What follows belongs to an exercise in optimizing a design on an open flow for small area, a short achievable clock period and few clock cycles; a production flow would make more cautious choices. At most, simulation tests tie the RTL to the original design; equivalence was not proved. Power is estimated from default activity; no workload was simulated.

==> flow/design.v <==
`timescale 1ns/10ps
module CLE ( clk, reset, rom_q, rom_a, sram_q, sram_a, sram_d, sram_wen, finish);
input         clk;
input         reset;
input  [7:0]  rom_q;
output [6:0]  rom_a;
input  [7:0]  sram_q;
output [9:0]  sram_a;
output [7:0]  sram_d;
output        sram_wen;
output        finish;
reg  [9:0] sram_a;
reg        sram_wen;
reg        finish;
reg        s_wait, s_rs0, s_rs1, s_rs2, s_rs3, s_cmp, s_put, s_slw;
reg        dw;           
reg        fin_st;       
reg  [9:0] pos;          
reg  [7:0] NWv, Nv;      
reg        rd1, rd2;     
reg  [7:0] Mv;           
reg        Lz;           
reg        wf;           
reg  [3:0] mods;         
reg  [7:0] newv;         
function [1:0] cmp8;
    input [7:0] a, b;
    reg   [7:0] g, l;
    reg   [3:0] g2, l2;
    reg   [1:0] g4, l4;
    integer i;
    begin
        for (i = 0; i < 8; i = i + 1) begin
            g[i] = a[i] & ~b[i];
            l[i] = ~a[i] & b[i];
        end
        for (i = 0; i < 4; i = i + 1) begin
            g2[i] = g[2*i+1] | (~l[2*i+1] & g[2*i]);
            l2[i] = l[2*i+1] | (~g[2*i+1] & l[2*i]);
        end
        for (i = 0; i < 2; i = i + 1) begin
            g4[i] = g2[2*i+1] | (~l2[2*i+1] & g2[2*i]);
            l4[i] = l2[2*i+1] | (~g2[2*i+1] & l2[2*i]);
        end
        cmp8 = {g4[1] | (~l4[1] & g4[0]), l4[1] | (~g4[1] & l4[0])};
    end
endfunction
reg  [6:0] rom_a;        
reg        f127;         
reg        fdone;        
reg        rv;           
reg  [7:0] cw;
reg  [7:0] nb;           
reg  [6:0] nbi;
reg        nbv;
reg        nbadj;        
reg        gap;          
assign sram_d = Mv;
wire [7:0] q_rev = {rom_q[0], rom_q[1], rom_q[2], rom_q[3],
                    rom_q[4], rom_q[5], rom_q[6], rom_q[7]};
wire [7:0] qm = q_rev & {~f127, 6'b111111, ~(~f127 & (rom_a == 7'd0))};
wire [6:0] fidx = f127 ? 7'd127 : rom_a;
wire [2:0] o      = pos[2:0];
wire       rem_nz = |cw;
wire       avail  = rem_nz | nbv;
wire [7:0] srcw   = rem_nz ? cw : nb;
reg  [2:0] off, offm1;
reg  [7:0] oneh;
always @(*) begin
    casez (srcw)
    8'b???????1: begin off = 3'd0; offm1 = 3'd7; oneh = 8'b00000001; end
    8'b??????10: begin off = 3'd1; offm1 = 3'd0; oneh = 8'b00000010; end
    8'b?????100: begin off = 3'd2; offm1 = 3'd1; oneh = 8'b00000100; end
    8'b????1000: begin off = 3'd3; offm1 = 3'd2; oneh = 8'b00001000; end
    8'b???10000: begin off = 3'd4; offm1 = 3'd3; oneh = 8'b00010000; end
    8'b??100000: begin off = 3'd5; offm1 = 3'd4; oneh = 8'b00100000; end
    8'b?1000000: begin off = 3'd6; offm1 = 3'd5; oneh = 8'b01000000; end
    default:     begin off = 3'd7; offm1 = 3'd6; oneh = 8'b10000000; end
    endcase
end
wire [6:0] wd      = rem_nz ? pos[9:3] : nbi;
wire [9:0] nextpix = {wd, off};
wire [4:0] pr      = pos[9:5];
wire [4:0] pc      = pos[4:0];
wire [4:0] prm1    = pr - 5'd1;
wire [4:0] nbrm1   = nbi[6:2] - 5'd1;
wire [4:0] nrm1    = rem_nz ? prm1 : nbrm1;
wire [1:0] nwm1    = wd[1:0] - 2'd1;
wire [9:0] nx1     = {nrm1, (srcw[0] ? {nwm1, 3'd7} : {wd[1:0], offm1})};
wire       done    = fdone & ~rem_nz & ~nbv;
wire [2:0] op1     = o + 3'd1;
wire       cont    = rem_nz ? cw[op1]
                            : (nbv & nbadj & nb[0] & (o == 3'd7) & (pos[4:3] != 2'd3));
wire       last_slw = (mods & (mods - 4'd1)) == 4'd0;
wire       nomods   = (mods == 4'd0);
wire       take     = (s_wait & avail & ~fin_st) | s_rs0 | (s_put & nomods & cont) | (s_rs3 & dw);
wire       take_nb  = take & ~rem_nz;
wire       accept   = rv & ~fdone & ~nbv;
always @(posedge clk or posedge reset) begin
    if (reset) begin
        rom_a <= 7'd0;
        f127  <= 1'b0;
        fdone <= 1'b0;
        rv    <= 1'b0;
        nbv   <= 1'b0;
        cw    <= 8'd0;
    end else begin
        if (take) cw <= srcw & ~oneh;
        rv <= ~accept;
        if (accept) begin
            if (f127)                    fdone <= 1'b1;
            else if (rom_a == 7'd126) begin
                rom_a <= 7'd0;
                f127  <= 1'b1;
            end else                     rom_a <= rom_a + 7'd1;
        end
        if (accept & (qm != 8'd0)) nbv <= 1'b1;
        else if (take_nb)          nbv <= 1'b0;
    end
end
always @(posedge clk) begin
    if (accept) begin
        nb  <= qm;
        nbi <= fidx;
        if (qm != 8'd0) begin
            nbadj <= ~gap;
            gap   <= 1'b0;
        end else gap <= 1'b1;
    end
end
wire [7:0] Wv = (wf & ~Lz) ? Mv : 8'd0;
wire [7:0] v0 = newv, v1 = NWv, v2 = Nv, v3 = sram_q, v4 = Wv;
wire [1:0] c01 = cmp8(v0, v1), c02 = cmp8(v0, v2), c03 = cmp8(v0, v3), c04 = cmp8(v0, v4);
wire [1:0] c12 = cmp8(v1, v2), c13 = cmp8(v1, v3), c14 = cmp8(v1, v4);
wire [1:0] c23 = cmp8(v2, v3), c24 = cmp8(v2, v4);
wire [1:0] c34 = cmp8(v3, v4);
wire gt01 = c01[1], gt02 = c02[1], gt03 = c03[1], gt04 = c04[1];
wire gt12 = c12[1], gt13 = c13[1], gt14 = c14[1], gt23 = c23[1], gt24 = c24[1], gt34 = c34[1];
wire lt01 = c01[0], lt02 = c02[0], lt03 = c03[0], lt04 = c04[0];
wire lt12 = c12[0], lt13 = c13[0], lt14 = c14[0], lt23 = c23[0], lt24 = c24[0], lt34 = c34[0];
wire s0 = ~lt01 & ~lt02 & ~lt03 & ~lt04;
wire s1 = lt01 & ~lt12 & ~lt13 & ~lt14;
wire s2 = lt02 & lt12 & ~lt23 & ~lt24;
wire s3 = lt03 & lt13 & lt23 & ~lt34;
wire s4 = lt04 & lt14 & lt24 & lt34;
wire [7:0] m = ({8{s0}} & v0) | ({8{s1}} & v1) | ({8{s2}} & v2) |
               ({8{s3}} & v3) | ({8{s4}} & v4);
wire       nz0 = ~|v0;
wire [3:0] mods_n = {(|v1) & (gt01 | lt12 | lt13 | lt14),
                     (|v2) & (gt02 | gt12 | lt23 | lt24),
                     (|v3) & (gt03 | gt13 | gt23 | lt34),
                     (|v4) & (gt04 | gt14 | gt24 | gt34)};
wire [4:0] prp1 = pr + 5'd1;
wire [4:0] pcm1 = pc - 5'd1;
wire [4:0] pcp1 = pc + 5'd1;
wire [4:0] pcp2 = pc + 5'd2;
wire [4:0] ncol   = {nbi[1:0], off};
wire       hazard = ~rem_nz & (nbi[6:2] == prp1) &
                    ((ncol == pcp1) | (ncol == pc) | (ncol == pcm1));
wire       abort  = s_rs1 & dw & ~nomods;
wire       go_early = ~cont & avail & ~hazard;
always @(posedge clk) begin
    rd2 <= rd1;
    if (rd2) begin
        NWv <= Nv;
        Nv  <= sram_q;
    end
    if (take) pos <= nextpix;
    if (s_wait | s_rs0 | (s_cmp & go_early))  sram_a <= nx1;
    else if (s_cmp)                           sram_a <= {prm1, pcp2};
    else if ((s_rs1 & ~abort) | s_rs2)        sram_a <= {sram_a[9:5], sram_a[4:0] + 5'd1};
    else if (s_slw)
        sram_a <= mods[3] ? {prm1, pcm1} : mods[2] ? {prm1, pc} :
                  mods[1] ? {prm1, pcp1} : {pr, pcm1};
    else                                      sram_a <= pos;
    if (s_cmp) Mv <= m;
    if (s_cmp)               dw <= go_early;
    else if (s_wait | s_rs0) dw <= 1'b0;
    if (s_wait | s_rs0) wf <= cont;
    else if (s_put)     wf <= cont;
    else if (s_rs3 & dw) wf <= 1'b0;
    if (s_cmp) mods <= mods_n;
    else if (s_slw) begin
        if (mods[3])      mods[3] <= 1'b0;
        else if (mods[2]) mods[2] <= 1'b0;
        else if (mods[1]) mods[1] <= 1'b0;
        else              mods[0] <= 1'b0;
    end
end
always @(posedge clk or posedge reset) begin
    if (reset) begin
        s_wait <= 1'b1;
        s_rs0  <= 1'b0;
        s_rs1  <= 1'b0;
        s_rs2  <= 1'b0;
        s_rs3  <= 1'b0;
        s_cmp  <= 1'b0;
        s_put  <= 1'b0;
        s_slw  <= 1'b0;
        fin_st   <= 1'b0;
        sram_wen <= 1'b1;
        finish   <= 1'b0;
        newv     <= 8'd250;
        Lz       <= 1'b1;
        rd1      <= 1'b0;
    end else begin
        rd1      <= (s_wait & avail & ~fin_st) | s_rs0 | (s_rs1 & ~abort) | s_rs2 | s_cmp;
        sram_wen <= ~(((s_put | abort | (s_rs3 & dw)) & ~Lz) | s_slw);
        if (s_wait & fin_st) finish <= 1'b1;
        if (s_wait & ~avail & done) fin_st <= 1'b1;
        if (s_cmp) begin
            Lz <= nz0;
            if (nz0 | s0) newv <= newv - 8'd1;
        end
        s_wait <= (s_wait & ~(avail & ~fin_st)) | (s_put & nomods & ~cont & ~avail) |
                  (s_slw & last_slw & ~avail);
        s_rs0  <= (s_put & nomods & ~cont & avail) | (s_slw & last_slw & avail);
        s_rs1  <= (s_wait & avail & ~fin_st) | s_rs0 | (s_cmp & go_early);
        s_rs2  <= s_rs1 & ~abort;
        s_rs3  <= s_rs2;
        s_cmp  <= s_rs3 | (s_put & nomods & cont);
        s_put  <= s_cmp & ~go_early;
        s_slw  <= (s_put & ~nomods) | abort | (s_slw & ~last_slw);
    end
end
endmodule
clock: 9.0 ns
lec_check: 0
cap_margin: 30
core_margin: 2
core_utilization: 50
place_density: 0.6
setup_slack_margin: 5
slew_margin: 20
run.sh (not shown) runs the stock make flow with config.mk's settings and CLKGATE_MAP_FILE= SYNTH_SCRIPT=/design/flow/synth_recipe.tcl, a recipe that flattens the netlist after the stock synthesis.
The starting point finished with timing, DRC and antenna clean.
==> next run, changes <==
--- a/flow/design.v
+++ b/flow/design.v
@@ -13,7 +13,7 @@
 reg        sram_wen;
 reg        finish;
 reg        s_wait, s_rs0, s_rs1, s_rs2, s_rs3, s_cmp, s_put, s_slw;
-reg        dw;           
+reg        early;        
 reg        fin_st;       
 reg  [9:0] pos;          
 reg  [7:0] NWv, Nv;      
@@ -93,7 +93,7 @@
                             : (nbv & nbadj & nb[0] & (o == 3'd7) & (pos[4:3] != 2'd3));
 wire       last_slw = (mods & (mods - 4'd1)) == 4'd0;
 wire       nomods   = (mods == 4'd0);
-wire       take     = (s_wait & avail & ~fin_st) | s_rs0 | (s_put & nomods & cont) | (s_rs3 & dw);
+wire       take     = (s_wait & avail & ~fin_st) | s_rs0 | (s_put & nomods & (cont | early));
 wire       take_nb  = take & ~rem_nz;
 wire       accept   = rv & ~fdone & ~nbv;
 always @(posedge clk or posedge reset) begin
@@ -154,10 +154,7 @@
 wire [4:0] pcm1 = pc - 5'd1;
 wire [4:0] pcp1 = pc + 5'd1;
 wire [4:0] pcp2 = pc + 5'd2;
-wire [4:0] ncol   = {nbi[1:0], off};
-wire       hazard = ~rem_nz & (nbi[6:2] == prp1) &
-                    ((ncol == pcp1) | (ncol == pc) | (ncol == pcm1));
-wire       abort  = s_rs1 & dw & ~nomods;
+wire       hazard = ~rem_nz & ({nbi, off} == {prp1, pcp1});
 wire       go_early = ~cont & avail & ~hazard;
 always @(posedge clk) begin
     rd2 <= rd1;
@@ -168,17 +165,16 @@
     if (take) pos <= nextpix;
     if (s_wait | s_rs0 | (s_cmp & go_early))  sram_a <= nx1;
     else if (s_cmp)                           sram_a <= {prm1, pcp2};
-    else if ((s_rs1 & ~abort) | s_rs2)        sram_a <= {sram_a[9:5], sram_a[4:0] + 5'd1};
+    else if (s_rs1)                           sram_a <= {prm1, pc};
+    else if (s_rs2)                           sram_a <= {prm1, pcp1};
     else if (s_slw)
         sram_a <= mods[3] ? {prm1, pcm1} : mods[2] ? {prm1, pc} :
                   mods[1] ? {prm1, pcp1} : {pr, pcm1};
     else                                      sram_a <= pos;
     if (s_cmp) Mv <= m;
-    if (s_cmp)               dw <= go_early;
-    else if (s_wait | s_rs0) dw <= 1'b0;
+    if (s_cmp) early <= go_early;
     if (s_wait | s_rs0) wf <= cont;
     else if (s_put)     wf <= cont;
-    else if (s_rs3 & dw) wf <= 1'b0;
     if (s_cmp) mods <= mods_n;
     else if (s_slw) begin
         if (mods[3])      mods[3] <= 1'b0;
@@ -204,23 +200,23 @@
         Lz       <= 1'b1;
         rd1      <= 1'b0;
     end else begin
-        rd1      <= (s_wait & avail & ~fin_st) | s_rs0 | (s_rs1 & ~abort) | s_rs2 | s_cmp;
-        sram_wen <= ~(((s_put | abort | (s_rs3 & dw)) & ~Lz) | s_slw);
+        rd1      <= (s_wait & avail & ~fin_st) | s_rs0 | s_rs1 | s_rs2 | s_cmp;
+        sram_wen <= ~((s_put & ~Lz) | s_slw);
         if (s_wait & fin_st) finish <= 1'b1;
         if (s_wait & ~avail & done) fin_st <= 1'b1;
         if (s_cmp) begin
             Lz <= nz0;
             if (nz0 | s0) newv <= newv - 8'd1;
         end
-        s_wait <= (s_wait & ~(avail & ~fin_st)) | (s_put & nomods & ~cont & ~avail) |
+        s_wait <= (s_wait & ~(avail & ~fin_st)) | (s_put & nomods & ~cont & ~early & ~avail) |
                   (s_slw & last_slw & ~avail);
-        s_rs0  <= (s_put & nomods & ~cont & avail) | (s_slw & last_slw & avail);
-        s_rs1  <= (s_wait & avail & ~fin_st) | s_rs0 | (s_cmp & go_early);
-        s_rs2  <= s_rs1 & ~abort;
+        s_rs0  <= (s_put & nomods & ~cont & ~early & avail) | (s_slw & last_slw & avail);
+        s_rs1  <= (s_wait & avail & ~fin_st) | s_rs0 | (s_put & nomods & ~cont & early);
+        s_rs2  <= s_rs1;
         s_rs3  <= s_rs2;
         s_cmp  <= s_rs3 | (s_put & nomods & cont);
-        s_put  <= s_cmp & ~go_early;
-        s_slw  <= (s_put & ~nomods) | abort | (s_slw & ~last_slw);
+        s_put  <= s_cmp;
+        s_slw  <= (s_put & ~nomods) | (s_slw & ~last_slw);
     end
 end
 endmodule
The changed run finished clean; worst setup slack is better by 0.039 ns; power is lower by 6.2%; global-route usage is higher by 2.4 points; non-clock buffer count is lower by 5; via count is higher by 0.53%; utilization is lower by 0.41 points; routed wire length is higher by 5.7%; die area is lower by 1.7%; hold slack is worse by 0.0097 ns; sequential share of layout area is higher by 0.66 points; cell count is lower by 4.2%; clock power is lower by 13%; final area is lower by 3.6%.
Testbench counts after the change, summed over its fixed seeds: cycles 52,414.
The RTL of the first run of this note was laid out without a check of its function.

## re-timing with driven ports
The results above use ideal ports. As a check the final layouts listed here were re-extracted and re-timed, cells and wires unchanged. Step 1 assumes that a clkbuf_16 drives the clock port and a buf_2 every other input. Step 2 adds t to the input delays and takes it off the output delays; t is the mean of the earliest and latest rising clock arrival at the registers after step 1. Input paths then give back, and output paths get back, about the clock's delay inside the block. a / b / c = no drivers / after step 1 / after step 2; a / b = the first two.
run | shift t [ns] | slack for setup (ns) | slew at the worst register clock pin (ns) | worst slew at a driven data input, ns
the first run | 0.398 | 5.043 / 5.060 / 4.662 | 0.08 / 0.08 | 0.04
the second run | 0.400 | 5.082 / 5.095 / 4.695 | 0.08 / 0.08 | 0.04
After both steps setup and hold are still met in every run listed. The setup slack of the second run, which loses most, moves by +0.013 ns with the drivers and by -0.387 ns with both steps.
